Background: an optimization exercise with open tools, aiming at small area. Do not read the settings as production practice. At most, simulation tests tie the RTL to the original design; equivalence was not proved. Power and IR drop assume default switching activity.

==> build 81 <==
==> flow/design.v <==
module debounce(
    input  btnl,
    input  clk,
    input  stb,      
    input  ph2,      
    input  btn,
    output fire
    );
reg       btn0, btn1, key;
reg [4:0] btn_cnt;
localparam [4:0] C0 = 5'd0, C1 = 5'd1, C29 = 5'd24, C30 = 5'd16, CS = 5'd31;
wire c30 = (btn_cnt == C30);
wire cs  = (btn_cnt == CS);
assign fire = ph2 & ~key & ((c30 & btn1) | (cs & ~btn1));
always @(posedge clk or posedge btnl)
begin
    if (btnl)
        begin
            btn0 <= 0;  btn1 <= 0;  btn_cnt <= C0;
        end
    else if (stb)
        begin
            btn0 <= btn;  btn1 <= btn0;
            if (btn0 ^ btn1)
                btn_cnt <= (btn_cnt == C29) ? CS : C0;
            else if (cs)
                btn_cnt <= C1;
            else if (~c30)
                btn_cnt <= {btn_cnt[3:0], ~(btn_cnt[4] ^ btn_cnt[2])};
        end
end
always @(posedge clk or posedge btnl)
    if (btnl)
        key <= 0;
    else if (ph2 & (c30 | cs))
        key <= btn1 ^ cs;
endmodule
module mch_codec
(
    input   btnl,  
    input   clk,   
    input   btnr,  
    input   btnd,  
    input   [15:0] sw,
    input   rxsd,
    output  reg txsd,
    output  [6:0] seg,
    output  dp,
    output  [3:0] an,
    output  reg [15:0] led
);
assign seg = 7'b1111111;
assign dp  = 1'b0;
reg [4:0] q25p;
reg [1:0] q4p;
localparam [4:0] L0 = 5'd0, L1 = 5'd1, L21 = 5'd22, L22 = 5'd13, L23 = 5'd26, L24 = 5'd20;
wire p99 = (q4p == 2'd3) & (q25p == L24);
wire stb = (q4p == 2'd3) & (q25p == L22);
always @(posedge clk or posedge btnl)
    if (btnl)
        begin q25p <= L21;  q4p <= 2'd3; end
    else if (q25p == L24)
        begin q25p <= L0;  q4p <= q4p + 2'd1; end
    else
        q25p <= {q25p[3:0], ~(q25p[4] ^ q25p[2])};
wire start, lsel_tg;
debounce u_debounce0 (.btnl(btnl), .clk(clk), .stb(stb), .ph2(p99), .btn(btnr), .fire(start));
debounce u_debounce1 (.btnl(btnl), .clk(clk), .stb(stb), .ph2(p99), .btn(btnd), .fire(lsel_tg));
reg lsel;
assign an = {lsel, ~lsel, ~lsel, lsel};
always @(posedge clk or posedge btnl)
    if (btnl)
        lsel <= 1'b0;
    else if (lsel_tg)
        lsel <= ~lsel;
reg [6:0] q80;       
always @(posedge clk or posedge btnl)
    if (btnl)
        q80 <= 127;
    else if (start)
        q80 <= 0;
    else if (p99)
        q80 <= (q80 < 80) ? q80 + 1'b1 : 7'd127;
reg [3:0] nib;
reg       sbit;
wire      lt   = (nib < 10);
wire [3:0] low = lt ? nib : nib + 4'd7;
wire      cap  = (q4p == 3) & (q25p == L23) & (q80[2:0] == 3'd2) &
                 (q80[6:3] >= 4'd3) & (q80[6:3] <= 4'd7);
always @(posedge clk)
    if (cap)
        begin
            sbit <= low[0];
            case (q80[5:3])
            3'd3: nib <= sw[15:12];
            3'd4: nib <= sw[11:8];
            3'd5: nib <= sw[7:4];
            3'd6: nib <= sw[3:0];
            default: ;
            endcase
        end
wire [2:0] j = {~q80[2], q80[1:0]};      
reg        cbit;
always @*
    case (j)
    3'd0: cbit = 1'b0;
    3'd1: cbit = ~lt;
    3'd2: cbit = lt;
    3'd3: cbit = lt;
    3'd4: cbit = low[3];
    3'd5: cbit = low[2];
    3'd6: cbit = low[1];
    default: cbit = sbit;
    endcase
reg bbit;
always @*
    if (q80 < 20)       bbit = ~q80[1];           
    else if (q80 < 28)  bbit = (j == 3'd5);       
    else if (q80 < 60)  bbit = cbit;              
    else                bbit = ~q80[1];           
wire sdo = bbit ^ ~q4p[1];
always @(posedge clk or posedge btnl)
    if (btnl)
        txsd <= 1;
    else if ((q25p == L1) & q4p[0])
        begin
            if (q80 < 12)       txsd <= q80[1];
            else if (q80 < 68)  txsd <= sdo;
            else if (q80 < 80)  txsd <= ~q80[1];
            else                txsd <= 1'b1;
        end
reg       rd0, rd1, rxing;
reg       chi;
reg [4:0] clo;
reg       pl0, pl1;
reg [7:0] acnt;
reg       fail;        
wire rR = pl0 & ~pl1;
wire rF = pl1 & ~pl0;
always @(posedge clk or posedge btnl)
    if (btnl)
        begin rd0 <= 1;  rd1 <= 1; end
    else
        begin rd0 <= rxsd;  rd1 <= rd0; end
always @(posedge clk or posedge btnl)
    if (btnl)
        begin rxing <= 0;  chi <= 1; end
    else if (~rxing & rd1 & ~rd0)
        begin rxing <= 1;  chi <= 0; end
    else if (rxing)
        begin
            if (rd0 ^ rd1)
                chi <= 0;
            else if (clo == L24)
                chi <= ~chi;
            if (acnt == 170)    rxing <= 0;
        end
    else
        chi <= 1;
always @(posedge clk)
    if (~rxing | (rd0 ^ rd1) | (clo == L24))
        clo <= L0;
    else
        clo <= {clo[3:0], ~(clo[4] ^ clo[2])};
always @(posedge clk)
    begin pl0 <= chi;  pl1 <= pl0; end
always @(posedge clk)
    if (~rxing)
        acnt <= 0;
    else if (rR & (acnt < 170))
        acnt <= acnt + 1'b1;
always @(posedge clk)
    if (~rxing)
        fail <= 0;
    else if (rR & (acnt < 24) & (rd0 != acnt[2]))
        fail <= 1;
reg [7:0] tpd;
reg       flag;
reg [3:0] d0, d1, d2, d3;
reg [3:0] v;
reg       x0, x1, cm;
reg [3:0] nb0, nb1, nb2, nb3;
wire       dig   = (tpd[7:4] == 4'h3) & (tpd[3:0] < 10);
wire       alp   = (tpd[7:4] == 4'h4) & (tpd[3:0] > 0) & (tpd[3:0] < 7);
wire       rvld  = dig | alp;
wire [3:0] rdec  = dig ? tpd[3:0] : tpd[3:0] + 4'd9;
always @(posedge clk)
    if (rR)
        begin
            if (~acnt[0])
                tpd <= {tpd[6:0], ~rd0};
            if (acnt == 8'd39)  flag <= (tpd != 8'hcc);
            if (acnt == 8'd71)  begin d0 <= rdec;  v[0] <= rvld; end
            if (acnt == 8'd87)  begin d1 <= rdec;  v[1] <= rvld; end
            if (acnt == 8'd103) begin d2 <= rdec;  v[2] <= rvld; end
            if (acnt == 8'd119) begin d3 <= rdec;  v[3] <= rvld; end
        end
always @(posedge clk or posedge btnl)
    if (btnl)
        begin x0 <= 1;  x1 <= 1;  cm <= 0; end
    else
        begin
            x0 <= pl1;  x1 <= x0;
            cm <= x1 & ~x0 & (acnt == 8'd142) & ~fail & ~flag;
        end
always @(posedge clk or posedge btnl)
    if (btnl)
        begin nb0 <= 0;  nb1 <= 0;  nb2 <= 0;  nb3 <= 0; end
    else if (cm)
        begin
            if (v[0]) nb0 <= d0;
            if (v[1]) nb1 <= d1;
            if (v[2]) nb2 <= d2;
            if (v[3]) nb3 <= d3;
        end
always @(posedge clk or posedge btnl)
    if (btnl)
        led <= 0;
    else if (lsel == 0)
        led <= sw;
    else
        led <= {nb0, nb1, nb2, nb3};
endmodule
==> flow/flow/run.sh <==
#!/bin/bash
# Standard ORFS layout with two changes: ports are buffered with the
# smallest buffer, and CTS inserts no dummy loads.
set -euo pipefail
export BUFFER_PORTS_ARGS="-buffer_cell sky130_fd_sc_hd__buf_1"
export CTS_ARGS="-sink_clustering_enable -repair_clock_nets -buf_list sky130_fd_sc_hd__clkbuf_8 -dont_use_dummy_load"
bash standard.sh > standard_flow.log 2>&1
==> flow/standard.sh <==
#!/bin/bash
# synth_recipe.tcl (not shown) runs the flow's synth.tcl, then flattens the netlist and writes it again
# the make line also repeats each setting of config.mk as NAME=value (left out here)
make -C /OpenROAD-flow-scripts/flow DESIGN_CONFIG=/design/flow/config.mk WORK_HOME=/design/flow/orfs CLKGATE_MAP_FILE= SYNTH_SCRIPT=/design/flow/synth_recipe.tcl "${@:-finish}"
==> flow/config.mk <==
export PLATFORM = sky130hd
export DESIGN_NAME = mch_codec
export DESIGN_NICKNAME = mch_codec
export VERILOG_FILES = /design/flow/design.v
export SDC_FILE = /design/flow/constraint.sdc
export NUM_CORES = 4
export LEC_CHECK = 0
export CAP_MARGIN = 20
export CORE_MARGIN = 2
export CORE_UTILIZATION = 40
export CTS_BUF_LIST = sky130_fd_sc_hd__clkbuf_8
export SLEW_MARGIN = 20
==> flow/constraint.sdc <==
create_clock -name core_clock -period 10.0 [get_ports {clk}]
set_input_delay 2.0000 -clock core_clock [delete_from_list [all_inputs] [get_ports {clk}]]
set_output_delay 2.0000 -clock core_clock [all_outputs]
set_load 0.01 [all_outputs]
==> trial 83: changes against build 81 <==
==> flow/design.v, changed modules only <==
module debounce(
    input  btnl,
    input  clk,
    input  stb,      
    input  ph2,      
    input  btn,
    output fire
    );
reg       btn0, btn1, key, rose;
reg [4:0] btn_cnt;
localparam [4:0] C29 = 5'd24, C30 = 5'd16;
assign fire = rose & ph2;
always @(posedge clk or posedge btnl)
begin
    if (btnl)
        begin
            btn0 <= 0;  btn1 <= 0;  btn_cnt <= 0;  key <= 0;  rose <= 0;
        end
    else if (stb)
        begin
            btn0 <= btn;  btn1 <= btn0;
            if (btn0 ^ btn1)
                btn_cnt <= 0;
            else if (btn_cnt != C30)
                btn_cnt <= {btn_cnt[3:0], ~(btn_cnt[4] ^ btn_cnt[2])};
            rose <= (btn_cnt == C29) & btn1 & ~key;
            if (btn_cnt == C29)
                key <= btn1;
        end
end
endmodule
module mch_codec
(
    input   btnl,  
    input   clk,   
    input   btnr,  
    input   btnd,  
    input   [15:0] sw,
    input   rxsd,
    output  reg txsd,
    output  [6:0] seg,
    output  dp,
    output  [3:0] an,
    output  reg [15:0] led
);
assign seg = 7'b1111111;
assign dp  = 1'b0;
reg [4:0] q25p;
reg [1:0] q4p;
localparam [4:0] L0 = 5'd0, L1 = 5'd1, L21 = 5'd22, L22 = 5'd13, L23 = 5'd26, L24 = 5'd20;
wire p99 = (q4p == 2'd3) & (q25p == L24);
wire stb = (q4p == 2'd3) & (q25p == L22);
always @(posedge clk or posedge btnl)
    if (btnl)
        begin q25p <= L21;  q4p <= 2'd3; end
    else if (q25p == L24)
        begin q25p <= L0;  q4p <= q4p + 2'd1; end
    else
        q25p <= {q25p[3:0], ~(q25p[4] ^ q25p[2])};
wire start, lsel_tg;
debounce u_debounce0 (.btnl(btnl), .clk(clk), .stb(stb), .ph2(p99), .btn(btnr), .fire(start));
debounce u_debounce1 (.btnl(btnl), .clk(clk), .stb(stb), .ph2(p99), .btn(btnd), .fire(lsel_tg));
reg lsel;
assign an = {lsel, ~lsel, ~lsel, lsel};
always @(posedge clk or posedge btnl)
    if (btnl)
        lsel <= 1'b0;
    else if (lsel_tg)
        lsel <= ~lsel;
reg [6:0] q80;       
always @(posedge clk or posedge btnl)
    if (btnl)
        q80 <= 127;
    else if (start)
        q80 <= 0;
    else if (p99)
        q80 <= (q80 < 80) ? q80 + 1'b1 : 7'd127;
reg [3:0] nib;
reg       sbit;
wire      lt   = (nib < 10);
wire [3:0] low = lt ? nib : nib + 4'd7;
wire      cap  = (q4p == 3) & (q25p == L23) & (q80[2:0] == 3'd2) &
                 (q80[6:3] >= 4'd3) & (q80[6:3] <= 4'd7);
always @(posedge clk)
    if (cap)
        begin
            sbit <= low[0];
            case (q80[5:3])
            3'd3: nib <= sw[15:12];
            3'd4: nib <= sw[11:8];
            3'd5: nib <= sw[7:4];
            3'd6: nib <= sw[3:0];
            default: ;
            endcase
        end
wire [2:0] j = {~q80[2], q80[1:0]};      
reg        cbit;
always @*
    case (j)
    3'd0: cbit = 1'b0;
    3'd1: cbit = ~lt;
    3'd2: cbit = lt;
    3'd3: cbit = lt;
    3'd4: cbit = low[3];
    3'd5: cbit = low[2];
    3'd6: cbit = low[1];
    default: cbit = sbit;
    endcase
reg bbit;
always @*
    if (q80 < 20)       bbit = ~q80[1];           
    else if (q80 < 28)  bbit = (j == 3'd5);       
    else if (q80 < 60)  bbit = cbit;              
    else                bbit = ~q80[1];           
wire sdo = bbit ^ ~q4p[1];
always @(posedge clk or posedge btnl)
    if (btnl)
        txsd <= 1;
    else if ((q25p == L1) & q4p[0])
        begin
            if (q80 < 12)       txsd <= q80[1];
            else if (q80 < 68)  txsd <= sdo;
            else if (q80 < 80)  txsd <= ~q80[1];
            else                txsd <= 1'b1;
        end
reg       rd0, rd1, rxing;
reg       chi;
reg [4:0] clo;
reg       pl0, pl1;
reg [7:0] acnt;
reg       fail;        
reg       syok, rcv_sd, pls1m;
wire rR = pl0 & ~pl1;
wire rF = pl1 & ~pl0;
always @(posedge clk or posedge btnl)
    if (btnl)
        begin rd0 <= 1;  rd1 <= 1; end
    else
        begin rd0 <= rxsd;  rd1 <= rd0; end
always @(posedge clk or posedge btnl)
    if (btnl)
        begin rxing <= 0;  chi <= 1;  clo <= L0; end
    else if (~rxing & rd1 & ~rd0)
        begin rxing <= 1;  chi <= 0;  clo <= L0; end
    else if (rxing)
        begin
            if (rd0 ^ rd1)
                begin chi <= 0;  clo <= L0; end
            else if (clo != L24)
                clo <= {clo[3:0], ~(clo[4] ^ clo[2])};
            else
                begin chi <= ~chi;  clo <= L0; end
            if (acnt == 170)    rxing <= 0;
        end
    else
        begin chi <= 1;  clo <= L0; end
always @(posedge clk or posedge btnl)
    if (btnl)
        begin pl0 <= 1;  pl1 <= 1; end
    else
        begin pl0 <= chi;  pl1 <= pl0; end
always @(posedge clk or posedge btnl)
    if (btnl)
        acnt <= 0;
    else if (~rxing)
        acnt <= 0;
    else if (rR & (acnt < 170))
        acnt <= acnt + 1'b1;
always @(posedge clk or posedge btnl)
    if (btnl)
        pls1m <= 1;
    else if (~rxing)
        pls1m <= 1;
    else if (rF)
        pls1m <= ~acnt[0];
always @(posedge clk or posedge btnl)
    if (btnl)
        syok <= 0;
    else if (~rxing)
        syok <= 0;
    else if (rF)
        syok <= (acnt < 136) & (acnt >= 24) & ~fail;
always @(posedge clk or posedge btnl)
    if (btnl)
        rcv_sd <= 0;
    else if (~syok)
        rcv_sd <= 0;
    else if (rR)
        rcv_sd <= rd0 ^ pls1m;
always @(posedge clk or posedge btnl)
    if (btnl)
        fail <= 0;
    else if (~rxing)
        fail <= 0;
    else if (rR & (acnt < 24) & (rd0 != acnt[2]))
        fail <= 1;
reg drcv_sd, spl0, spl1;
reg [2:0] bcnt, bycnt;
always @(posedge clk or posedge btnl)
    if (btnl)
        begin spl0 <= 1;  spl1 <= 1;  drcv_sd <= 0; end
    else
        begin
            spl0 <= pls1m;  spl1 <= spl0;
            if (spl0 ^ spl1)
                drcv_sd <= rcv_sd;
        end
wire sE1  = spl0 & ~spl1;
wire sE2  = spl1 & ~spl0;
wire sync = (spl0 ^ spl1) & syok & (acnt == 8'd25);
always @(posedge clk or posedge btnl)
    if (btnl)
        begin bcnt <= 7;  bycnt <= 7; end
    else if (sync)
        begin bcnt <= 0;  bycnt <= 0; end
    else if (sE2)
        begin
            if (bcnt < 7)
                bcnt <= bcnt + 1'b1;
            else if (bycnt < 7)
                begin bcnt <= 0;  bycnt <= bycnt + 1'b1; end
        end
reg [6:0] tpd;
reg       flag;
reg [3:0] d0, d1, d2, d3;
reg [3:0] v;
reg       cm;
reg [3:0] nb0, nb1, nb2, nb3;
wire [7:0] rbyte = {tpd, drcv_sd};
wire       dig   = (rbyte[7:4] == 4'h3) & (rbyte[3:0] < 10);
wire       alp   = (rbyte[7:4] == 4'h4) & (rbyte[3:0] > 0) & (rbyte[3:0] < 7);
wire       rvld  = dig | alp;
wire [3:0] rdec  = dig ? rbyte[3:0] : rbyte[3:0] + 4'd9;
wire       bend  = sE1 & (bcnt == 7);
always @(posedge clk)
    begin
        if (sE1)
            tpd <= {tpd[5:0], drcv_sd};
        if (bend & (bycnt == 0))
            flag <= (rbyte != 8'hcc);
        if (bend & (bycnt == 2)) begin d0 <= rdec;  v[0] <= rvld; end
        if (bend & (bycnt == 3)) begin d1 <= rdec;  v[1] <= rvld; end
        if (bend & (bycnt == 4)) begin d2 <= rdec;  v[2] <= rvld; end
        if (bend & (bycnt == 5)) begin d3 <= rdec;  v[3] <= rvld; end
    end
always @(posedge clk or posedge btnl)
    if (btnl)
        cm <= 0;
    else
        cm <= sE1 & (bcnt == 2) & (bycnt == 7) & ~flag;
always @(posedge clk or posedge btnl)
    if (btnl)
        begin nb0 <= 0;  nb1 <= 0;  nb2 <= 0;  nb3 <= 0; end
    else if (cm)
        begin
            if (v[0]) nb0 <= d0;
            if (v[1]) nb1 <= d1;
            if (v[2]) nb2 <= d2;
            if (v[3]) nb3 <= d3;
        end
always @(posedge clk or posedge btnl)
    if (btnl)
        led <= 0;
    else if (lsel == 0)
        led <= sw;
    else
        led <= {nb0, nb1, nb2, nb3};
endmodule
==> summary of the runs <==
Of build 81 and trial 83, trial 83 has the higher via count (gap about 5%, measured against trial 83).
In build 81 the total power is smaller than in trial 83, by 16%.
In build 81 the synthesized cell count is smaller than in trial 83, by 6.3%.
Between trial 83 and build 81, the lower global-route usage is in trial 83 (gap 1.2 points).
Register-to-register slack: build 81 is lower than trial 83 (450 ps).
In build 81 the sequential cell count is lower than in trial 83, by 11.
In critical path depth, build 81 and trial 83 do not differ.
In build 81 the clock skew is lower than in trial 83, by 7.4 ps.
Between build 81 and trial 83, the lower final area is in build 81 (gap 9.4%, measured against trial 83).
For build 81, only the layout was checked, not whether the RTL still works.

static timing again, ports no longer ideal:
In the flow no input, the clock included, has a driving cell. The finished layouts below were timed again as built, in two steps. Step 1 assumes that a clkbuf_16 drives the clock port and a buf_2 every other input. Step 2 times the ports against the registers' clock, not the clock port: input delays grow and output delays shrink by t, the midpoint of the rising clock arrivals with the driver on. a / b / c = ideal / step 1 / step 2; a / b = the first two.
run	t, ns	setup WS [ns]	latest minus earliest clock arrival (ns)	slew at the worst register clock pin (ns)	cell pins on the clock port's net
build 81	0.444	6.373 / 6.340 / 6.784	0.020 / 0.020	0.07 / 0.07	1
trial 83	0.458	6.309 / 6.272 / 6.730	0.031 / 0.030	0.08 / 0.08	1
After both steps setup and hold are still met in every run listed.
